Context: an optimization exercise on an open-source flow, tuned for small area and a short achievable clock period. The choices shown serve that exercise and are no tape-out recipe.
No run shown here included a check of the RTL's function; only the layout flow was run.
Power is estimated from default activity; no workload was simulated.

`flow/config.mk`:
```
export PLATFORM = sky130hd
export DESIGN_NAME = cnn_accelerator
export DESIGN_NICKNAME = cnn_accelerator
export VERILOG_FILES = /design/flow/design.v
export SDC_FILE = /design/flow/constraint.sdc
export NUM_CORES = 4
export LEC_CHECK = 0
export ABC_CLOCK_PERIOD_IN_PS = 2400
export CAP_MARGIN = 20
export CORE_MARGIN = 2
export CORE_UTILIZATION = 65
export SETUP_SLACK_MARGIN = 3.6
export SLEW_MARGIN = 20
export SYNTH_HIERARCHICAL = 1
```
`flow/constraint.sdc`:
```
create_clock -name core_clock -period 6.0 [get_ports {clk}]
set_input_delay 1.2000 -clock core_clock [delete_from_list [all_inputs] [get_ports {clk}]]
set_output_delay 1.2000 -clock core_clock [all_outputs]
set_load 0.01 [all_outputs]
```
`flow/design.v`:
```
module kernel_rom (
    input [5:0] addr,
    output reg [2:0] w3,
    output reg [4:0] w5,
    output w7
);
    always @(*) begin
        case (addr)
            0, 6: w3 = 3'b001;
            1, 7: w3 = 3'b000;
            2, 8: w3 = 3'b101;
            3, 5: w3 = 3'b010;
            4: w3 = 3'b000;
            default: w3 = 3'b110;
        endcase
        case (addr)
            0, 4, 20, 24: w5 = 5'b00001;
            1, 3, 21, 23: w5 = 5'b00010;
            2, 22: w5 = 5'b00100;
            5, 15: w5 = 5'b10001;
            10, 14: w5 = 5'b10010;
            6, 18: w5 = 5'b01001;
            7, 17: w5 = 5'b01010;
            8, 16: w5 = 5'b01100;
            default: w5 = 5'b00000;
        endcase
    end
    assign w7 = addr[0];
endmodule
module pe (
    input [1:0] kernel_size,
    input [7:0] pixel,
    input [2:0] w3,
    input [4:0] w5,
    input w7,
    output [9:0] term,
    output neg,
    output dbl
);
    wire k3 = kernel_size == 2'd0;
    wire k5 = kernel_size == 2'd1;
    wire k7 = kernel_size == 2'd2;
    wire s0 = (k3 & w3[0]) | (k5 & w5[0]) | k7;
    wire s1 = (k3 & w3[1]) | (k5 & w5[1]);
    wire s2 = k5 & w5[2];
    assign neg = (k3 & w3[2]) | (k5 & w5[3]) | (k7 & w7);
    assign dbl = k5 & w5[4];
    wire [9:0] px = {{2{pixel[7]}}, pixel};
    wire [9:0] sh = ({10{s0}} & px) | ({10{s1}} & {px[8:0], 1'b0}) |
                    ({10{s2}} & {px[7:0], 2'b0});
    assign term = sh ^ {10{neg}};
endmodule
module systolic_array (
    input clk,
    input reset,
    input [1:0] kernel_size,
    input [7:0] pixel_in,
    output [1:0] level
);
    reg [5:0] index;
    reg run_q, live_q, wrp_q;
    reg [1:0] lvl_q;
    reg [9:0] term_q;
    reg neg_q, dbl_q;
    reg [15:0] ps_q;
    reg ps_c6, ps_c11;
    reg signed [15:0] ps_d;
    wire [2:0] w3;
    wire [4:0] w5;
    wire w7;
    kernel_rom kr (.addr(index), .w3(w3), .w5(w5), .w7(w7));
    wire [9:0] term_d;
    wire neg_d, dbl_d;
    pe pe_in (.kernel_size(kernel_size), .pixel(pixel_in), .w3(w3), .w5(w5), .w7(w7),
              .term(term_d), .neg(neg_d), .dbl(dbl_d));
    wire run = (kernel_size == 2'b00 && index < 9) ||
               (kernel_size == 2'b01 && index < 25) ||
               (kernel_size == 2'b10 && index < 49);
    wire [4:0] mid = ps_q[10:6];
    wire [4:0] cm;
    wire [4:0] hi = ps_q[15:11];
    wire [4:0] ch1, ch2;
    assign cm[0] = ps_c6;
    assign ch2[0] = 1'b0;
    genvar i;
    generate
        for (i = 1; i < 5; i = i + 1) begin : rc
            assign cm[i] = ps_c6 & (&mid[i-1:0]);
        end
    endgenerate
    wire mo = ps_c6 & (&mid);
    wire one = mo ^ ps_c11;
    wire both = mo & ps_c11;
    assign ch1[0] = one;
    generate
        for (i = 1; i < 5; i = i + 1) begin : rh
            assign ch1[i] = one & (&hi[i-1:0]);
        end
    endgenerate
    wire [4:0] hi1 = hi ^ ch1;
    assign ch2[1] = both;
    generate
        for (i = 2; i < 5; i = i + 1) begin : rh2
            assign ch2[i] = both & (&hi1[i-1:1]);
        end
    endgenerate
    wire [15:0] ps_full = {hi1 ^ ch2, mid ^ cm, ps_q[5:0]};
    wire [15:0] partial_sum = run_q ? ps_full : 16'd0;
    wire sgn = term_q[9];
    wire [10:0] a = ps_d[10:0];
    wire [10:0] b = {sgn, term_q};
    wire [10:0] c = dbl_q ? {term_q, 1'b0} : 11'd0;
    wire [10:0] s = a ^ b ^ c;
    wire [10:0] k = (a & b) | (a & c) | (b & c);
    wire [11:0] y = {k, neg_q};
    wire [15:0] pe_sum;
    wire c6, c11;
    assign {c6, pe_sum[5:0]} = {1'b0, s[5:0]} + {1'b0, y[5:0]};
    assign {c11, pe_sum[10:6]} = {1'b0, s[10:6]} + {1'b0, y[10:6]};
    wire [2:0] d = {2'b00, k[10]} - {2'b00, sgn} - {2'b00, dbl_q & sgn};
    assign pe_sum[15:11] = ps_d[15:11] + {{2{d[2]}}, d};
    wire gt200 = ps_d > 16'sd200;
    wire gt500 = ps_d > 16'sd500;
    wire gt1000 = ps_d > 16'sd1000;
    assign level = wrp_q ? {gt500, gt1000 | (gt200 & ~gt500)} : lvl_q;
    always @(posedge clk) begin
        term_q <= term_d;
        neg_q <= neg_d;
        dbl_q <= dbl_d;
        ps_q <= pe_sum;
        ps_c6 <= c6;
        ps_c11 <= c11;
        ps_d <= partial_sum;
    end
    always @(posedge clk or posedge reset) begin
        if (reset) begin
            index <= 0;
            run_q <= 0;
            live_q <= 0;
            wrp_q <= 0;
            lvl_q <= 0;
        end else begin
            live_q <= 1'b1;
            run_q <= run & live_q;
            wrp_q <= !run;
            lvl_q <= level;
            if (run)
                index <= index + 1;
            else
                index <= 0;
        end
    end
endmodule
module cnn_accelerator (
    input clk,
    input reset,
    input [7:0] pixel_in,
    input [1:0] kernel_size,
    output reg detected
);
    wire [1:0] lvl;
    systolic_array sa (
        .clk(clk),
        .reset(reset),
        .kernel_size(kernel_size),
        .pixel_in(pixel_in),
        .level(lvl)
    );
    always @(posedge clk or posedge reset) begin
        if (reset)
            detected <= 0;
        else begin
            case (kernel_size)
                2'b00: detected <= |lvl;
                2'b01: detected <= lvl[1];
                2'b10: detected <= &lvl;
                default: detected <= 0;
            endcase
        end
    end
endmodule
```
`flow/run.sh`:
```
#!/bin/bash
# synth_recipe.tcl (not shown) runs the flow's synth.tcl, then flattens the netlist and writes it again
# the make line also repeats each setting of config.mk as NAME=value (left out here)
make -C /OpenROAD-flow-scripts/flow DESIGN_CONFIG=/design/flow/config.mk WORK_HOME=/design/flow/orfs CLKGATE_MAP_FILE= SYNTH_SCRIPT=/design/flow/synth_recipe.tcl finish
```
==> results of run 1 <==
[Yosys stat by module, one instance, submodules excluded]
module	flops+latches	times used	cells inside	area [um2]
systolic_array	57	1	262	2685
pe	0	1	41	399.1
kernel_rom	0	1	48	285.3
cnn_accelerator	1	1	5	57.56
[how the worst min path moves through the flow]
| stage | slack, ns | cells past startpoint | startpoint | endpoint |
|---|---|---|---|---|
| 2_1_floorplan | 0.41 | 1 | sa.ps_q[0]$_DFF_P_ | sa.ps_d[0]$_SDFF_PN0_ |
| 3_3_place_gp | 0.41 | 1 | sa.ps_q[1]$_DFF_P_ | sa.ps_d[1]$_SDFF_PN0_ |
| 3_5_place_dp | 0.42 | 1 | sa.ps_q[1]$_DFF_P_ | sa.ps_d[1]$_SDFF_PN0_ |
| 4_1_cts | 0.44 | 1 | sa.ps_q[0]$_DFF_P_ | sa.ps_d[0]$_SDFF_PN0_ |
| 5_1_grt | 0.45 | 1 | sa.ps_q[1]$_DFF_P_ | sa.ps_d[1]$_SDFF_PN0_ |
| 6_report | 0.44 | 1 | sa.ps_q[3]$_DFF_P_ | sa.ps_d[3]$_SDFF_PN0_ |
[flip-flops by register name (all words and copies together), names as in the netlist, 2 cells and up]
signal	cells
sa.ps_d	16
sa.index	6
sa.term_q	10
sa.ps_q	16
sa.lvl_q	2
[cells by family (layout without fill, tap and decap cells)]
family / after synthesis / in the layout / synth area share
AND/OR/NAND/NOR: 103 / 103 / 0.1701
flip-flops: 58 / 58 / 0.3563
XOR/XNOR: 34 / 34 / 0.08689
multiplexers: 3 / 3 / 0.01241
adder cells (fa/ha/maj): 38 / 38 / 0.1647
other: 1 / 1 / 0.001094
buffers and inverters: 58 / 73 / 0.07120
AO/OA/AOI/OAI: 61 / 61 / 0.1373
[through the flow]
stage | hold slack [ns] | setup WS (ns) | std cells
CTS | 0.4355 | 3.606 | 441
global route | 0.4520 | 3.620 | 441
detailed placement | 0.4188 | 2.515 | 426
finish | 0.4367 | 3.713 | 441
floorplan | 0.4119 | 3.713 | 356
global placement | 0.4126 | 2.660 | 426
[cells in the mapped netlist, types with 8 or more instances]
cell	count	area [um2]
sky130_fd_sc_hd__dfxtp_1	46	920.9
sky130_fd_sc_hd__inv_1	46	172.7
sky130_fd_sc_hd__ha_1	25	312.8
sky130_fd_sc_hd__xnor2_1	25	219.0
sky130_fd_sc_hd__nand2_1	24	90.09
sky130_fd_sc_hd__a21oi_1	21	105.1
sky130_fd_sc_hd__nor2_1	18	67.56
sky130_fd_sc_hd__dfrtp_1	12	300.3
sky130_fd_sc_hd__fa_1	12	240.2
sky130_fd_sc_hd__and2_1	10	62.56
sky130_fd_sc_hd__xor2_1	9	78.83
sky130_fd_sc_hd__nand2b_1	8	50.05
sky130_fd_sc_hd__nor3b_1	8	60.06
[timing repair]
item,in CTS,in global routing
buffers inserted,0,0
gates resized for setup,8,9
setup endpoints to repair,19,14
[power by group through the flow]
stage	Combinational, mW	Clock [mW]	Sequential [mW]
6_report	0.726	0.307	0.688
5_1_grt	0.829	0.332	0.713
4_1_cts	0.733	0.317	0.684
3_5_place_dp	0.717	0	0.690
3_3_place_gp	0.689	0	0.683
2_1_floorplan	0.630	0	0.626
[area by class of cell]
| type | instances | area, um2 | area share |
|---|---|---|---|
| clock inverters | 3 | 15.01 | 0.003991 |
| multi-input cells | 240 | 1978 | 0.5258 |
| well taps | 70 | 87.58 | 0.02328 |
| inverters | 46 | 172.7 | 0.04589 |
| clock buffers | 12 | 155.1 | 0.04124 |
| flip-flops and latches | 58 | 1229 | 0.3266 |
| repair buffers | 12 | 125.1 | 0.03326 |
[per-layer routing]
metal / part of all wire / track usage / up-vias
li1: - / - / 1212
met1: 0.48 / 0.2953 / 1091
met2: 0.47 / 0.4000 / 27
met3: 0.029 / 0.05332 / 14
met4: 0.024 / 0.1255 / 0
met5: 0 / 0 / -
[worst register-to-register path, cell delays in order (launching register included)]
cell and delay (ns):
sky130_fd_sc_hd__dfxtp_1 0.34, sky130_fd_sc_hd__ha_1 0.20, sky130_fd_sc_hd__a21oi_1 0.14, sky130_fd_sc_hd__ha_1 0.26
sky130_fd_sc_hd__xor2_1 0.17, sky130_fd_sc_hd__ha_1 0.21, sky130_fd_sc_hd__fa_2 0.36, sky130_fd_sc_hd__a21o_1 0.19
sky130_fd_sc_hd__a21oi_1 0.17, sky130_fd_sc_hd__xnor2_1 0.14
==> flow_results.org, run 1 <==
** Worst setup path
- Reg-to-reg setup timing slack :: ~3.8 ns
- The critical path is of the primary input to register type.
- Among all stages on the critical path, the largest delay is contributed by sky130_fd_sc_hd__a21oi_4.
- In this run the critical register-to-register path is launched from sa.ps_d[10]$_SDFF_PN0_.
- FF-to-FF End :: sa.ps_q[15]$_DFF_P_
- Counting cells, the worst reg-to-reg path comes to 9.
- Critical path cell sequence :: clkdlybuf4s15_2, nand2b_1, a21oi_4, a22oi_1, xnor2_1
- The critical path ends at sa.term_q[1]$_DFF_P_.
- Counting buffers and inverters, the worst setup path is 5 cells deep.
- STA classifies the critical path endpoint as a register.
- Category of cells accounting for the largest share of critical-path delay :: compound AO/OA/AOI/OAI gates
- Largest stage delay, worst path :: about 0.36 ns
- Along the worst path, the maximum fanout reaches 17.
- STA puts the critical path data required time at 6.20 ns.
- Worst EP arrival :: 2.49 ns
- Count of buffer and inverter cells on the critical path :: 1
- The critical path starts at kernel_size[1].
- Type of origin of the critical path :: primary input

** Logic synthesis
- Of the synthesized area, sequential elements account for 0.3563.
- Counting flops with an async set or reset pin after synthesis yields a share of 0.2069.
- Number of enable-type register cells in the synthesized netlist :: 0
- Number of synthesized register bits :: 58
- Post-synthesis cell count :: ~360
- Combined area of all synthesized cells :: 3427 um2
- In this run, distinct cell masters in the synthesized netlist total a little under 60.
- Synthesized netlist net count :: 405
- The Yosys step of the flow raised 9 warnings.
- Among all flip-flop cells after synthesis, the most frequent one is sky130_fd_sc_hd__dfxtp_1.
- Mean area per synthesized cell :: ~9.6 um2

** Timing
- Worst-case clock skew :: 0.007241 ns
- Setup Viol. Count Final :: 0
- For this run, the top clock speed supported by timing is 0.4373 GHz.
- For the final routed database, the setup TNS stands at 0 ns.
- Period utilisation layout :: 0.3811
- Unrepaired setup endpoints after global routing :: no
- Total count of hold-check failures in the final report :: 0
- Min cycle time layout :: 2.287 ns
- Max-slew violation count :: 0

** GRT
- After global routing the overflow that remains totals 0.
- Entering global routing, the biggest net connects 20 pins.
- Global-route usage over all layers :: 0.2414
- First-pass GRT wire length :: 11.01 mm
- Via count of the first global-routing pass :: 2429
- The number of antenna violations at the first check in global routing was 0.

** Floorplanning
- Vertical die dimension :: 76.61 um
- For this design the top-level I/O count stands at 13.
- After floorplanning, the core was divided into 26 placement rows.
- After floorplanning, the core was sized to cover about 5100 um2.
- Initial Utilization :: 0.6710
- The die is 76.61 um wide.
- Area enclosed by the die boundary :: 5869 um2

** Cells and area
- Final standard cell area without fillers :: 3762 um2
- The number of antenna diodes in the final layout is 0.
- Final Core Density :: 0.7366
- Most common cell after layout, fill and taps aside :: sky130_fd_sc_hd__inv_1
- Leaving out fill and tap cells, the most frequent cells in the layout are sky130_fd_sc_hd__inv_1, sky130_fd_sc_hd__dfxtp_1, sky130_fd_sc_hd__xnor2_1, sky130_fd_sc_hd__ha_1, sky130_fd_sc_hd__nand2_1.
- Layout overhead on the synthesized area :: 9.785%
- Ratio of cells with drive above 1 in the final layout :: 0.1105
- Number of fillers in the final layout :: ~400
- In the final design database the tool counted between 400 and 500 nets.

** Clock network
- Total CTS buffers :: 9
- CTS max path bufs :: 2
- TritonCTS clock tree :: done
- Clock-pin slew was measured on the worst setup and hold paths at around 0.060 ns.
- CTS Hold Buffers Added :: 0
- For this design, the sink count on the clock tree is 58.
- The tree is rooted in a sky130_fd_sc_hd__clkbuf_8.
- The clock reaches the later pin of the worst-skew pair after 0.33 ns.
- Max H-tree Level :: 3

** Power
- Internal power comes to roughly 1.1 mW.
- The share of total power dissipated in combinational logic is 0.422.
- Sw Share :: 0.3789
- The share of total power dissipated in the clock network is 0.178.
- Leakage :: 1.698 nW
- Power density over the cells :: 457.3 nW/um2
- The share of total power dissipated in sequential elements is 0.400.
- Total power after layout :: 1.720 mW
- IR analysis of the VDD net gives a maximum drop of 0.0002169 V.
- Switching power :: ~0.65 mW

** Placed design
- Number of port buffers :: 12
- Routability congestion estimate :: 0.8415
- HPWL after detailed placement :: ~4.6 mm
- Summing all placed instances gives a cell area of 3563 um2.

** Routing
- For this run, the detailed router's first-pass iteration total came to 4.
- Iteration-0 DRC Markers :: 49
- In this run the remaining antenna-violating nets after routing total 0.
- DRC errors left :: 0
- Detailed Route WL :: 6.196 mm
- In the routed layout, each cell is associated on average with a via count of 5.315.
- Average wire length per cell after detail routing :: 14.05 um
- DR vias :: 2344

** Flow run
- Max-cap violations in this run came to 0.

** Hold path
- Worst min path class :: register to register

** Status
- The flow ran to the end and the layout has no timing, DRC or antenna violations.
==> inputs of run 2 (changes only) <==
--- a/flow/config.mk
+++ b/flow/config.mk
@@ -6,9 +6,10 @@
 export NUM_CORES = 4
 export LEC_CHECK = 0
-export ABC_CLOCK_PERIOD_IN_PS = 2400
+export ABC_CLOCK_PERIOD_IN_PS = 2200
 export CAP_MARGIN = 20
 export CORE_MARGIN = 2
 export CORE_UTILIZATION = 65
-export SETUP_SLACK_MARGIN = 3.6
+export CTS_BUF_LIST = sky130_fd_sc_hd__clkbuf_4
+export SETUP_SLACK_MARGIN = 3.8
 export SLEW_MARGIN = 20
 export SYNTH_HIERARCHICAL = 1
==> flow_results.org, run 2 <==
** Logic synthesis
- Combinational family with the most area after synthesis :: simple AND/OR/NAND/NOR gates (unchanged)
- The largest area contributor in the synthesized netlist is sky130_fd_sc_hd__dfxtp_1 (unchanged).
- Main area contributors after synthesis :: sky130_fd_sc_hd__dfxtp_1, sky130_fd_sc_hd__ha_1, sky130_fd_sc_hd__dfrtp_1 (unchanged)
- Post-synthesis share of cell area spent on and, or, nand and nor gates :: 0.1701 (unchanged)
- The complex-gate fraction of the synthesized area is 0.1373 (unchanged).
- Mean area per synthesized cell :: 9.627 um2 (unchanged)
- The net count of the mapped netlist was 405 (unchanged).
- Post-synthesis share of cell area spent on full adders, half adders and majority gates :: 0.1647 (unchanged)
- Share of synthesized area occupied by flip-flops and latches :: 0.3563 (unchanged)
- The area share of the leading cell type in the synthesized netlist was 0.2687 (unchanged).
- The mux share of post-synthesis cell area was 0.01241 (unchanged).
- The most used flip-flop cell after synthesis is sky130_fd_sc_hd__dfxtp_1 (unchanged).
- Count of synthesis-stage warnings from yosys :: 9 (unchanged)
- Most instantiated cells after synthesis :: sky130_fd_sc_hd__dfxtp_1, sky130_fd_sc_hd__inv_1, sky130_fd_sc_hd__ha_1, sky130_fd_sc_hd__xnor2_1, sky130_fd_sc_hd__nand2_1 (unchanged)
- The number of enable-type register cells in the synthesized netlist is 0 (unchanged).
- The mapped cell area is 3427 um2 (unchanged).
- Proportion of synthesized flip-flops having asynchronous set or reset :: 0.2069 (unchanged)
- Post-synthesis cell count :: 356 (unchanged)
- The parity-gate share of the synthesized area counting xor and xnor cells is 0.08689 (unchanged).
- The distinct cell type count of the synthesized netlist is 58 (unchanged).
- The count of state elements after synthesis is 58 (unchanged).

** Placed design
- Count of placed standard cells including taps :: 426 (unchanged)
- Routability congestion estimate :: 0.8456 (was 0.8415)
- The total of buffers placed on input and output ports was 12 (unchanged).
- The half-perimeter wire length after detailed placement was 4.400 mm (was 4.571 mm).

** Timing
- Unrepaired setup endpoints after global routing :: yes (was no)
- The smallest hold slack is 0.4393 ns (was 0.4367 ns).
- Worst-case clock skew :: 0.01169 ns (was 0.007241 ns)
- The post-route fraction of the period consumed by the critical path is 0.3507 (was 0.3811).
- The final number of hold-violating endpoints was 0 (unchanged).
- Setup Viol. Count Final :: 0 (unchanged)
- Min cycle time layout :: 2.104 ns (was 2.287 ns)
- The sum of negative setup slack came to 0 ns (unchanged).
- The final max-slew violation count came to 0 (unchanged).
- The maximum achievable frequency came to 0.4753 GHz (was 0.4373 GHz).

** GRT
- Grt ovf :: 0 (unchanged)
- Maximum number of pins on one net before global-route repair :: 20 (unchanged)
- Global-route usage over all layers :: 0.2326 (was 0.2414)
- Via count of the first global-routing pass :: 2254 (was 2429)
- First-pass GRT wire length :: 10.54 mm (was 11.01 mm)
- Number of antenna violations at the first check in global routing :: 0 (unchanged)

** Power
- The power density over the cells came to 440.9 nW/um2 (was 457.3 nW/um2).
- The leakage component of the power came to 1.729 nW (was 1.698 nW).
- IR drop worst, VDD :: 0.0002188 V (was 0.0002169 V)

** Clock network
- CTS Hold Buffers Added :: 0 (unchanged)
- CTS max path bufs :: 2 (unchanged)
- The number of clock sinks seen by CTS came to 58 (unchanged).
- TritonCTS clock tree :: done (unchanged)
- The CTS root buffer was sky130_fd_sc_hd__clkbuf_4 (was sky130_fd_sc_hd__clkbuf_8).
- The deepest level of the CTS H-tree is 3 (unchanged).
- Clock transition time at the flip-flop clock pins of the worst setup and hold paths :: 0.09 ns (was 0.06 ns)
- Total CTS buffers :: 9 (unchanged)
- The clock insertion delay at the later pin of the skew report is 0.39 ns (was 0.33 ns).

** Worst setup path
- The top fanout value on the critical path came to 17 (unchanged).
- Type of origin of the critical path :: primary input (unchanged)
- Worst EP required :: 6.33 ns (was 6.20 ns)
- Crit Path Category :: primary input to register (unchanged)
- The category of the worst setup path capture point is a register (unchanged).
- Critical path cell sequence: buf_2, and3b_1, a221oi_2, xnor2_1 (was clkdlybuf4s15_2, nand2b_1, a21oi_4, a22oi_1, xnor2_1).
- Slowest stage cell, crit path :: sky130_fd_sc_hd__a221oi_2 (was sky130_fd_sc_hd__a21oi_4)
- The highest cell delay on the worst timing path was 0.39 ns (was 0.36 ns).
- The endpoint arrival time on the critical path is 2.43 ns (was 2.49 ns).

** Floorplanning
- Initial Utilization :: 0.6710 (unchanged)
- The number of rows in the core area came to 26 (unchanged).
- The area of the die was 5869 um2 (unchanged).
- The standard cell core area was 5107 um2 (unchanged).
- Number of top-level design ports :: 13 (unchanged)
- Vertical die dimension :: 76.61 um (unchanged)
- The floorplan die width came to 76.61 um (unchanged).

** Cells and area
- Number of antenna diodes :: 0 (unchanged)
- Post-layout instance count excluding filler cells :: 456 (was 441)
- Final Core Density :: 0.7582 (was 0.7366)
- Leading cell types in the layout, fill and taps excluded: sky130_fd_sc_hd__inv_1, sky130_fd_sc_hd__dfxtp_1, sky130_fd_sc_hd__xnor2_1, sky130_fd_sc_hd__nand2_1, sky130_fd_sc_hd__ha_1 (was sky130_fd_sc_hd__inv_1, sky130_fd_sc_hd__dfxtp_1, sky130_fd_sc_hd__xnor2_1, sky130_fd_sc_hd__ha_1, sky130_fd_sc_hd__nand2_1).
- Ratio of cells with drive above 1 in the final layout :: 0.1839 (was 0.1105)
- Largest registers in the final layout :: sa.ps_d: 16 flops, sa.ps_q: 16 flops, sa.term_q: 10 flops (unchanged)
- The leading cell type in the layout, fill and taps excluded was sky130_fd_sc_hd__inv_1 (unchanged).
- Number of fillers in the final layout :: 371 (was 396)
- The number of nets in the layout was 430 (was 416).
- Layout overhead on the synthesized area :: 13.00% (was 9.785%)

** Routing
- The number of routed nets with antenna violations is 0 (unchanged).
- DR vias :: 2420 (was 2344)
- Drt via density :: 5.307 (was 5.315)
- The number of DRC violations after detailed routing is 0 (unchanged).
- Average wire length per cell after detail routing :: 13.83 um (was 14.05 um)
- The number of detailed-route iterations in the first pass came to 4 (unchanged).
- Iteration-0 DRC Markers :: 71 (was 49)
- Detailed Route WL :: 6.305 mm (was 6.196 mm)

** Status
- Status :: no timing/DRC/antenna violations (unchanged)

** Hold path
- The type of the tightest min-delay check is register to register (unchanged).

** Flow run
- The total of max-cap violations came to 0 (unchanged).
run 2: changes by cell type in the layout (fill, tap and decap cells not counted), moves of 4 or more:
cell	delta
sky130_fd_sc_hd__buf_4	+13
sky130_fd_sc_hd__dfxtp_1	-4
sky130_fd_sc_hd__a21oi_2	+4
sky130_fd_sc_hd__ha_1	-4
sky130_fd_sc_hd__clkbuf_8	-11
sky130_fd_sc_hd__a21oi_1	-4
sky130_fd_sc_hd__clkbuf_4	+11
run 2: critical path: cells and delay by family:
kind | cells | cell delay (ns)
buffers and inverters | 1 | 0.31
AND/OR/NAND/NOR | 1 | 0.37
AO/OA/AOI/OAI | 1 | 0.39
XOR/XNOR | 1 | 0.15
run 2: cell type report:
cell class / instances / area [um2] / share of cell area
well taps: 70 / 87.58 / 0.02262
inverters: 46 / 172.7 / 0.04459
repair buffers: 26 / 222.7 / 0.05751
multi-input cells: 240 / 2047 / 0.5286
clock inverters: 5 / 21.27 / 0.005493
flip-flops and latches: 58 / 1239 / 0.3199
clock buffers: 11 / 82.58 / 0.02132
run 2: routing by layer:
layer | wire [um] | GRT usage | up-vias
met5 | 0 | 0 | -
met4 | 127 | 0.1036 | 0
met3 | 176 | 0.06043 | 12
met2 | 3020 | 0.3699 | 31
met1 | 2981 | 0.2995 | 1132
li1 | - | - | 1245
run 2: repair_timing:
item	CTS	global route
pin swaps	0	9
buffers inserted	3	11
resized for setup	21	22
setup endpoints to repair	26	17
run 2: metrics by stage:
stage / power (mW) / instance area [um2] / worst slack [ns]
floorplan: 1.256 / 3428 / 3.820
global placement: 1.373 / 3563 / 2.654
detailed placement: 1.402 / 3563 / 2.619
CTS: 1.642 / 3727 / 3.800
global route: 1.861 / 3872 / 3.768
finish: 1.707 / 3872 / 3.896
run 2: cell families after synthesis:
logic type	count (synthesis)
AND/OR/NAND/NOR	103
flip-flops	58
adder cells (fa/ha/maj)	38
other	1
AO/OA/AOI/OAI	61
multiplexers	3
XOR/XNOR	34
buffers and inverters	58
run 2: power by group:
group	total [mW]	switching (mW)	leakage (nW)	internal (mW)
Sequential	0.685	0.136	0.532	0.549
Combinational	0.804	0.402	1.13	0.402
Clock	0.218	0.129	0.0631	0.0891
run 2: final timing paths:
kind / start / cells past startpoint / to / slack, ns
min reg2reg: sa.ps_q[0]$_DFF_P_ / 1 / sa.ps_d[0]$_SDFF_PN0_ / 0.44
max: kernel_size[1] / 4 / sa.term_q[5]$_DFF_P_ / 3.90
max reg2reg: sa.ps_d[6]$_SDFF_PN0_ / 8 / sa.ps_q[10]$_DFF_P_ / 3.90
max in group asynchronous: reset / 2 / sa.index[4]$_DFF_PP0_ / 4.59
min in group asynchronous: reset / 2 / detected$_DFF_PP0_ / 0.97
min: sa.ps_q[0]$_DFF_P_ / 1 / sa.ps_d[0]$_SDFF_PN0_ / 0.44
run 2: modules after synthesis (local to each module, per instance):
module	cells	times used
systolic_array	262	1
kernel_rom	48	1
pe	41	1
cnn_accelerator	5	1
==> inputs of run 3 (changes only) <==
--- a/flow/config.mk
+++ b/flow/config.mk
@@ -6,10 +6,10 @@
 export NUM_CORES = 4
 export LEC_CHECK = 0
-export ABC_CLOCK_PERIOD_IN_PS = 2200
+export ABC_CLOCK_PERIOD_IN_PS = 2300
 export CAP_MARGIN = 20
 export CORE_MARGIN = 2
 export CORE_UTILIZATION = 65
 export CTS_BUF_LIST = sky130_fd_sc_hd__clkbuf_4
-export SETUP_SLACK_MARGIN = 3.8
+export SETUP_SLACK_MARGIN = 3.7
 export SLEW_MARGIN = 20
 export SYNTH_HIERARCHICAL = 1
==> flow_results.org, run 3 <==
** Status
- Status :: no timing/DRC/antenna violations (unchanged)

** Routing
- Iteration-0 DRC Markers :: 51 (was 71)
- The routed wire length per instance was 14.17 um (was 13.83 um).
- The number of DRC violations after detailed routing is 0 (unchanged).
- Count of nets left with antenna violations after detail routing :: 0 (unchanged)
- The sum of routed wire length over all layers was 6.333 mm (was 6.305 mm).
- Drt via density :: 5.383 (was 5.307)
- The overall via count from detail_route came to 2406 (was 2420).
- Number of iterations in the first detailed-routing pass :: 4 (unchanged)

** Power
- Sw Share :: 0.3939 (was 0.3905)
- The sequential share of power is 0.412 (was 0.401).
- Power share of the clock group :: 0.127 (was 0.128)
- The worst ir drop on vdd came to 0.0002267 V (was 0.0002188 V).
- Cell-internal power :: 1.009 mW (was 1.041 mW)
- Switching power :: 0.6559 mW (was 0.6667 mW)
- Leakage :: 1.693 nW (was 1.729 nW)
- Power density over the cells :: 441.1 nW/um2 (was 440.9 nW/um2)
- Combinational fraction of design power :: 0.461 (was 0.471)

** Clock network
- The maximum root-to-sink buffer count came to 2 (unchanged).
- The clock-pin slew on the worst setup and hold paths came to 0.09 ns (about the same).
- CTS Hold Buffers Added :: 0 (unchanged)
- The deepest level of the CTS H-tree came to 3 (unchanged).
- The TritonCTS clock tree was done (unchanged).
- CTS Root Cell :: sky130_fd_sc_hd__clkbuf_4 (unchanged)
- The clock insertion delay at the later pin of the skew report came to 0.39 ns (about the same).
- The number of clock sinks seen by CTS was 58 (unchanged).
- The TritonCTS buffer count came to 9 (unchanged).

** Timing
- Crit path setup slack, layout :: 3.781 ns (was 3.896 ns)
- Min cycle time layout :: 2.219 ns (was 2.104 ns)
- Period utilisation layout :: 0.3698 (was 0.3507)
- Worst-case clock skew :: 0.007008 ns (was 0.01169 ns)
- The sum of negative setup slack is 0 ns (unchanged).
- The final number of hold-violating endpoints was 0 (unchanged).
- Max frequency :: 0.4507 GHz (was 0.4753 GHz)
- The final max-slew violation count is 0 (unchanged).
- Setup Viol. Count Final :: 0 (unchanged)
- Unrepaired setup endpoints after global routing :: no (was yes)

** Worst setup path
- Slowest stage cell, crit path :: sky130_fd_sc_hd__dfrtp_1 (was sky130_fd_sc_hd__a221oi_2)
- Critical path cell sequence: dlygate4sd2_1 (was buf_2, and3b_1, a221oi_2, xnor2_1).
- Count of buffer and inverter cells on the critical path :: 1 (unchanged)
- The critical path required time was 4.80 ns (was 6.33 ns).
- The critical path depth came to 1 (was 4).
- Category of cells accounting for the largest share of critical-path delay :: flip-flops (was compound AO/OA/AOI/OAI gates)
- The type of the worst setup path is register to output pin (was primary input to register).
- Reg-to-reg setup timing slack :: 3.80 ns (was 3.90 ns)
- Critical Path Sink Type :: output pin (was register)
- Depth of the worst register-to-register path :: 7 (was 8)
- The top fanout value on the critical path was 1 (was 17).
- The startpoint class of the critical path was a register (was primary input).
- The endpoint arrival time on the critical path was 1.02 ns (was 2.43 ns).
- Largest stage delay, worst path :: 0.36 ns (was 0.39 ns)

** Logic synthesis
- The fraction of registers with async set or reset after synthesis was 0.2069 (unchanged).
- The complex-gate fraction of the synthesized area was 0.1373 (unchanged).
- Number of enable-type register cells in the synthesized netlist :: 0 (unchanged)
- Most instantiated cells after synthesis: sky130_fd_sc_hd__dfxtp_1, sky130_fd_sc_hd__inv_1, sky130_fd_sc_hd__ha_1, sky130_fd_sc_hd__xnor2_1, sky130_fd_sc_hd__nand2_1 (unchanged).
- Mean area per synthesized cell :: 9.627 um2 (unchanged)
- Proportion of netlist area held by the largest area contributor :: 0.2687 (unchanged)
- Main synth FF type :: sky130_fd_sc_hd__dfxtp_1 (unchanged)
- Parity-gate share of the synthesized area counting xor and xnor cells :: 0.08689 (unchanged)
- Post-synthesis cell count :: 356 (unchanged)
- Combinational family with the most area after synthesis :: simple AND/OR/NAND/NOR gates (unchanged)
- Area leader, netlist :: sky130_fd_sc_hd__dfxtp_1 (unchanged)
- The mux share of post-synthesis cell area was 0.01241 (unchanged).
- The distinct cell type count of the synthesized netlist is 58 (unchanged).
- The net count of the mapped netlist was 405 (unchanged).
- Number of synthesized register bits :: 58 (unchanged)
- The part of the Yosys area used for sequential elements is 0.3563 (unchanged).
- Main area contributors after synthesis: sky130_fd_sc_hd__dfxtp_1, sky130_fd_sc_hd__ha_1, sky130_fd_sc_hd__dfrtp_1 (unchanged).
- The area share of and/or/nand/nor cells after synthesis is 0.1701 (unchanged).
- The total number of yosys warnings is 9 (unchanged).
- Combined area of all synthesized cells :: 3427 um2 (unchanged)
- Post-synthesis share of cell area spent on full adders, half adders and majority gates :: 0.1647 (unchanged)

** Floorplanning
- Vertical die dimension :: 76.61 um (unchanged)
- Die extent in x :: 76.61 um (unchanged)
- Area enclosed by the die boundary :: 5869 um2 (unchanged)
- Initial Utilization :: 0.6710 (unchanged)
- Placement row count :: 26 (unchanged)
- Core Footprint :: 5107 um2 (unchanged)
- The number of top-level design ports was 13 (unchanged).

** GRT
- The number of antenna violations at the first check in global routing came to 0 (unchanged).
- Grt ovf :: 0 (unchanged)
- The via count of the first global-routing pass came to 2423 (was 2254).
- First-pass GRT wire length :: 10.90 mm (was 10.54 mm)
- The pin count of the biggest net entering global routing came to 20 (unchanged).
- The total routing usage reported by global routing is 0.2386 (was 0.2326).

** Cells and area
- The growth of design area from synthesis to finish came to 10.15% (was 13.00%).
- Sequential Area :: 1234 um2 (was 1239 um2)
- Largest registers in the final layout: sa.ps_d: 16 flops, sa.ps_q: 16 flops, sa.term_q: 10 flops (unchanged).
- The leading cell type in the layout, fill and taps excluded is sky130_fd_sc_hd__inv_1 (unchanged).
- Number of antenna diodes :: 0 (unchanged)
- The share of post-route cells with drive strength above 1 came to 0.1379 (was 0.1839).
- Final standard cell area without fillers :: 3775 um2 (was 3872 um2)
- Leading cell types in the layout, fill and taps excluded: sky130_fd_sc_hd__inv_1, sky130_fd_sc_hd__dfxtp_1, sky130_fd_sc_hd__xnor2_1, sky130_fd_sc_hd__nand2_1, sky130_fd_sc_hd__ha_1 (unchanged).
- The number of nets in the layout is 422 (was 430).
- Number of fillers in the final layout :: 403 (was 371)
- Multi-input gate area :: 2004 um2 (was 2047 um2)

** Hold path
- The type of the tightest min-delay check is register to register (unchanged).
- The count of cells along the worst hold path was 1 (unchanged).

** Placed design
- The half-perimeter wire length after detailed placement is 4.571 mm (was 4.400 mm).
- Dpl cell area :: 3563 um2 (unchanged)
- The global placer's final weighted congestion came to 0.8415 (was 0.8456).
- The pre-CTS setup slack came to 2.515 ns (was 2.619 ns).
- Number of port buffers :: 12 (unchanged)

** Flow run
- Reported max-cap violation count :: 0 (unchanged)
==> run 3: cell counts after synthesis <==
No cell type changed its count.
==> run 3: cell type report <==
| class | instances | share of cell area |
|---|---|---|
| multi-input combinational | 240 | 0.5310 |
| clock buffer | 10 | 0.01989 |
| clock inverter | 5 | 0.005966 |
| inverter | 46 | 0.04574 |
| timing repair buffer | 18 | 0.04740 |
| sequential | 58 | 0.3268 |
| tap | 70 | 0.02320 |
==> run 3: cell families (layout without fill, tap and decap cells) <==
family,count (synthesis),in the layout
flops,58,58
fa+ha+maj,38,38
buf+inv,58,79
other cells,1,1
simple gates,103,103
xor+xnor,34,34
compound gates,61,61
mux,3,3
==> run 3: what timing repair did <==
action                                  CTS  global route
pin swaps                                 0             3
endpoints found under the setup margin   22            13
gates resized for setup                  15            10
setup buffers                             0             6
==> run 3: metrics by stage <==
stage / power (mW) / cells / hold slack, ns / util
finish: 1.665 / 447 / 0.4426 / 0.7391
global route: 1.817 / 447 / 0.4654 / 0.7391
global placement: 1.372 / 426 / 0.4126 / 0.6977
floorplan: 1.256 / 356 / 0.4119 / -
CTS: 1.636 / 441 / 0.4428 / 0.7212
detailed placement: 1.407 / 426 / 0.4188 / 0.6977
==> run 3: final timing paths <==
check,startpoint,to
setup / recovery,detected$_DFF_PP0_,detected
min in group asynchronous,reset,detected$_DFF_PP0_
hold / removal,sa.ps_q[0]$_DFF_P_,sa.ps_d[0]$_SDFF_PN0_
setup reg to reg,sa.ps_c6$_DFF_P_,sa.ps_d[15]$_SDFF_PN0_
max in group asynchronous,reset,sa.index[1]$_DFF_PP0_
hold reg to reg,sa.ps_q[0]$_DFF_P_,sa.ps_d[0]$_SDFF_PN0_
==> run 3: power groups by stage <==
stage          Combinational, mW  Clock (mW)  Sequential (mW)
6_report                   0.767       0.212            0.686
4_1_cts                    0.730       0.221            0.685
5_1_grt                    0.870       0.237            0.710
3_5_place_dp               0.717           0            0.690
3_3_place_gp               0.689           0            0.683
2_1_floorplan              0.630           0            0.626
==> run 3: per-module statistics from Yosys (local to each module, per instance) <==
module,cell area [um2],cells
systolic_array,2685,262
pe,399.1,41
kernel_rom,285.3,48
cnn_accelerator,57.56,5
==> run 3: routing by layer <==
metal,vias up,routed length (um),GRT usage
met5,-,0,0
met4,0,126,0.1091
met3,14,216,0.06043
met2,36,3026,0.3929
met1,1128,2964,0.2953
li1,1228,-,-
==> run 3: worst register-to-register path, cell delays in order, from the launching register on <==
cell,delay (ns)
sky130_fd_sc_hd__dfxtp_1,0.33
sky130_fd_sc_hd__and4_1,0.23
sky130_fd_sc_hd__and3_1,0.19
sky130_fd_sc_hd__ha_1,0.32
sky130_fd_sc_hd__ha_1,0.25
sky130_fd_sc_hd__o311ai_2,0.34
sky130_fd_sc_hd__and3_4,0.26
sky130_fd_sc_hd__mux2i_1,0.20
==> inputs of run 4 (changes only) <==
--- a/flow/config.mk
+++ b/flow/config.mk
@@ -6,10 +6,10 @@
 export NUM_CORES = 4
 export LEC_CHECK = 0
-export ABC_CLOCK_PERIOD_IN_PS = 2300
+export ABC_CLOCK_PERIOD_IN_PS = 2100
 export CAP_MARGIN = 20
 export CORE_MARGIN = 2
 export CORE_UTILIZATION = 65
 export CTS_BUF_LIST = sky130_fd_sc_hd__clkbuf_4
-export SETUP_SLACK_MARGIN = 3.7
+export SETUP_SLACK_MARGIN = 3.9
 export SLEW_MARGIN = 20
 export SYNTH_HIERARCHICAL = 1
==> flow_results.org, run 4 <==
** Status
- Status: no timing/DRC/antenna violations (unchanged).

** Routing
- Count of nets left with antenna violations after detail routing :: 0 (unchanged)
- Average wire length per cell after detail routing :: 15.16 um (was 14.17 um)
- The initial DRC count came to 120 (was 51).
- The vias per cell came to 5.604 (was 5.383).
- The overall via count from detail_route is 2634 (was 2406).
- DRC errors left :: 0 (unchanged)
- Number of iterations in the first detailed-routing pass :: 5 (was 4)
- The sum of routed wire length over all layers came to 7.125 mm (was 6.333 mm).

** Logic synthesis
- Proportion of synthesized flip-flops having asynchronous set or reset :: 0.2069 (unchanged)
- The count of state elements after synthesis came to 58 (unchanged).
- Share of synthesized area occupied by flip-flops and latches :: 0.3563 (unchanged)
- Mean area per synthesized cell :: 9.627 um2 (unchanged)
- The largest area contributor in the synthesized netlist is sky130_fd_sc_hd__dfxtp_1 (unchanged).
- The number of enable-type register cells in the synthesized netlist was 0 (unchanged).
- Count of synthesis-stage warnings from yosys :: 9 (unchanged)
- Main area contributors after synthesis: sky130_fd_sc_hd__dfxtp_1, sky130_fd_sc_hd__ha_1, sky130_fd_sc_hd__dfrtp_1 (unchanged).
- The count of mapped cells out of synthesis came to 356 (unchanged).
- Main synth FF type :: sky130_fd_sc_hd__dfxtp_1 (unchanged)
- Most instantiated cells after synthesis :: sky130_fd_sc_hd__dfxtp_1, sky130_fd_sc_hd__inv_1, sky130_fd_sc_hd__ha_1, sky130_fd_sc_hd__xnor2_1, sky130_fd_sc_hd__nand2_1 (unchanged)
- Proportion of netlist area held by the largest area contributor :: 0.2687 (unchanged)
- The net count of the mapped netlist is 405 (unchanged).
- The mapped cell area was 3427 um2 (unchanged).
- Number of library cell types mapped by synthesis :: 58 (unchanged)

** Floorplanning
- Die extent in x :: 76.61 um (unchanged)
- The die outline height came to 76.61 um (unchanged).
- Core Footprint :: 5107 um2 (unchanged)
- The number of top-level design ports is 13 (unchanged).
- Area enclosed by the die boundary :: 5869 um2 (unchanged)
- Initial Utilization :: 0.6710 (unchanged)
- Placement row count :: 26 (unchanged)

** Cells and area
- Largest registers in the final layout: sa.ps_d: 16 flops, sa.ps_q: 16 flops, sa.term_q: 10 flops (unchanged).
- The share of post-route cells with drive strength above 1 is 0.2675 (was 0.1379).
- The number of nets in the layout was 444 (was 422).
- Post-layout instance count excluding filler cells :: 470 (was 447)
- Number of fillers in the final layout :: 330 (was 403)
- The antenna diode count is 0 (unchanged).
- Leading cell types in the layout, fill and taps excluded :: sky130_fd_sc_hd__inv_1, sky130_fd_sc_hd__dfxtp_1, sky130_fd_sc_hd__xnor2_1, sky130_fd_sc_hd__nand2_1, sky130_fd_sc_hd__buf_4 (was sky130_fd_sc_hd__inv_1, sky130_fd_sc_hd__dfxtp_1, sky130_fd_sc_hd__xnor2_1, sky130_fd_sc_hd__nand2_1, sky130_fd_sc_hd__ha_1)
- Most common cell after layout, fill and taps aside :: sky130_fd_sc_hd__inv_1 (unchanged)
- Layout overhead on the synthesized area :: 20.19% (was 10.15%)
- The core occupancy in the finished layout is 0.8065 (was 0.7391).

** GRT
- The number of antenna violations at the first check in global routing was 0 (unchanged).
- The met2 demand-to-capacity share in global routing came to 0.4257 (was 0.3929).
- The via count of the first global-routing pass came to 2537 (was 2423).
- Grt ovf :: 0 (unchanged)
- The total routing usage reported by global routing is 0.2498 (was 0.2386).
- The wire length of the first global-routing pass was 11.35 mm (was 10.90 mm).
- GR peak layer :: met2 (unchanged)
- The pin count of the biggest net entering global routing came to 20 (unchanged).
- Met1 Usage GRT :: 0.3036 (was 0.2953)
- The global-route track usage on met3 came to 0.06043 (unchanged).

** Clock network
- CTS sink cnt :: 58 (unchanged)
- TritonCTS clock tree :: done (unchanged)
- The maximum root-to-sink buffer count was 2 (unchanged).
- The clock-pin slew on the worst setup and hold paths is 0.10 ns (was 0.09 ns).
- The deepest level of the CTS H-tree was 3 (unchanged).
- Total CTS buffers :: 9 (unchanged)
- The CTS root buffer is sky130_fd_sc_hd__clkbuf_4 (unchanged).
- Insertion delay to the later sink of the worst-skew pair :: 0.40 ns (was 0.39 ns)
- CTS Hold Buffers Added :: 0 (unchanged)

** Worst setup path
- Startpoint of the lowest-slack register-to-register path :: sa.ps_d[6]$_SDFF_PN0_ (was sa.ps_c6$_DFF_P_)
- Crit Path Category :: register to register (was register to output pin)
- Largest fanout of any net on the critical path :: 2 (was 1)
- The number of cells on the worst reg-to-reg path is 8 (was 7).
- Worst EP arrival :: 2.43 ns (was 1.02 ns)
- Worst EP required :: 6.31 ns (was 4.80 ns)
- Critical Path Sink Type :: register (was output pin)
- FF-to-FF End :: sa.ps_q[10]$_DFF_P_ (was sa.ps_d[15]$_SDFF_PN0_)
- Type of origin of the critical path :: register (unchanged)
- The setup slack on the worst flop-to-flop path came to 3.88 ns (was 3.80 ns).

** Timing
- Setup Viol. Count Final :: 0 (unchanged)
- Max-slew violation count :: 0 (unchanged)
- Unrepaired setup endpoints after global routing: yes (was no).
- Worst-case clock skew :: 0.01391 ns (was 0.007008 ns)
- Min cycle time layout :: 2.115 ns (was 2.219 ns)
- The maximum achievable frequency was 0.4728 GHz (was 0.4507 GHz).
- Total count of hold-check failures in the final report :: 0 (unchanged)
- Period utilisation layout :: 0.3525 (was 0.3698)
- Post-route setup TNS :: 0 ns (unchanged)

** Placed design
- Count of placed standard cells including taps :: 426 (unchanged)
- The half-perimeter wire length after detailed placement is 4.555 mm (was 4.571 mm).
- The total of buffers placed on input and output ports is 12 (unchanged).
- Routability congestion estimate :: 0.8481 (was 0.8415)

** Power
- The total power of the final layout came to 1.874 mW (was 1.665 mW).
- Power density over the cells :: 455.0 nW/um2 (was 441.1 nW/um2)
- The leakage component of the power is 1.815 nW (was 1.693 nW).
- IR drop worst, VDD :: 0.0003206 V (was 0.0002267 V)

** Hold path
- The count of cells along the worst hold path is 1 (unchanged).
- Startpoint of the worst hold path :: sa.ps_q[1]$_DFF_P_ (was sa.ps_q[0]$_DFF_P_)
- Worst min path class :: register to register (unchanged)
- The worst-case hold path end point was sa.ps_d[1]$_SDFF_PN0_ (was sa.ps_d[0]$_SDFF_PN0_).

** Flow run
- The total of max-cap violations came to 0 (unchanged).
-- run 4: worst max-delay path by stage --
stage	start	slack, ns	to	depth (start not counted)
3_3_place_gp	kernel_size[0]	2.66	sa.term_q[1]$_DFF_P_	4
4_1_cts	sa.term_q[9]$_DFF_P_	3.88	sa.ps_q[15]$_DFF_P_	9
5_1_grt	sa.term_q[9]$_DFF_P_	3.76	sa.ps_q[15]$_DFF_P_	9
3_5_place_dp	kernel_size[0]	2.61	sa.term_q[7]$_DFF_P_	4
2_1_floorplan	sa.dbl_q$_DFF_P_	3.89	sa.ps_q[10]$_DFF_P_	9
6_report	sa.ps_d[6]$_SDFF_PN0_	3.88	sa.ps_q[10]$_DFF_P_	8
-- run 4: metrics by stage --
step,setup WS [ns],hold WS (ns),cell area (um2)
3_3_place_gp,2.655,0.4130,3571
4_1_cts,3.883,0.4403,3866
2_1_floorplan,3.889,0.4119,3442
6_report,3.885,0.4328,4119
5_1_grt,3.760,0.4593,4119
3_5_place_dp,2.607,0.4238,3571
-- run 4: area by class of cell --
cell class	instances	area [um2]	area share
sequential	58	1244	0.3019
inverter	46	172.7	0.04192
timing repair buffer	40	359.1	0.08718
multi-input combinational	240	2152	0.5225
clock inverter	5	21.27	0.005164
tap	70	87.58	0.02126
clock buffer	11	82.58	0.02005
-- run 4: cell families (layout without fill, tap and decap cells) --
group	Yosys count	after routing	synth area share
fa+ha+maj	38	38	0.1647
flops	58	58	0.3563
compound gates	61	61	0.1373
buf+inv	58	102	0.07120
xor+xnor	34	34	0.08689
mux	3	3	0.01241
simple gates	103	103	0.1701
other cells	1	1	0.001094
-- run 4: routing by layer --
metal | part of all wire | vias to the layer above | routed length, um
met1 | 0.44 | 1286 | 3126
met2 | 0.50 | 63 | 3597
li1 | - | 1269 | -
met3 | 0.038 | 16 | 268
met4 | 0.019 | 0 | 133
met5 | 0 | - | 0
-- run 4: worst max-delay path: stages (launching register included) --
cell	delay [ns]
sky130_fd_sc_hd__dfxtp_2	0.36
sky130_fd_sc_hd__inv_1	0.06
sky130_fd_sc_hd__fa_1	0.56
sky130_fd_sc_hd__inv_2	0.05
sky130_fd_sc_hd__ha_4	0.16
sky130_fd_sc_hd__fa_2	0.36
sky130_fd_sc_hd__a21o_1	0.18
sky130_fd_sc_hd__a21oi_2	0.16
sky130_fd_sc_hd__xnor2_1	0.15
-- run 4: Yosys stat by module, one instance, submodules excluded --
module,cells,flops+latches
kernel_rom,48,0
pe,41,0
cnn_accelerator,5,1
systolic_array,262,57
-- run 4: timing repair --
item,in CTS,in global routing
pin swaps,9,16
setup endpoints to repair,31,21
buffers inserted,12,16
gates resized for setup,39,30
-- run 4: where the power goes --
part / internal [mW] / switching (mW) / total (mW)
registers: 0.552 / 0.127 / 0.678
logic: 0.486 / 0.488 / 0.974
clock network: 0.0892 / 0.133 / 0.222
total: 1.13 / 0.747 / 1.87

[what the ideal ports hide]
Ports are ideal in the flow. The routed layouts listed here were re-timed in OpenROAD.
Step 1 (the two cells are an assumption about what drives the block):
set clk [get_ports {clk}]
set_driving_cell -lib_cell sky130_fd_sc_hd__clkbuf_16 $clk
set_driving_cell -lib_cell sky130_fd_sc_hd__buf_2 [delete_from_list [all_inputs] $clk]
Step 2, shift: input delay + t, output delay - t, t = (earliest + latest rising clock arrival at the registers) / 2. This alone moves slack from input paths to output paths.
Three values: no drivers, after step 1, after step 2; two values: the first two.
| run | t (ns) | setup WS [ns] | worst slew at a driven data input, ns |
|---|---|---|---|
| run 1 | 0.358 | 3.713 / 3.722 / 3.364 | 0.05 |
| run 2 | 0.414 | 3.896 / 3.904 / 3.492 | 0.05 |
| run 3 | 0.408 | 3.781 / 3.758 / 3.406 | 0.05 |
| run 4 | 0.417 | 3.885 / 3.885 / 3.539 | 0.03 |
After both steps setup and hold are still met in every run listed. For run 2, which loses most, drivers alone change the setup slack by +0.008 ns; drivers and shift together by -0.404 ns.
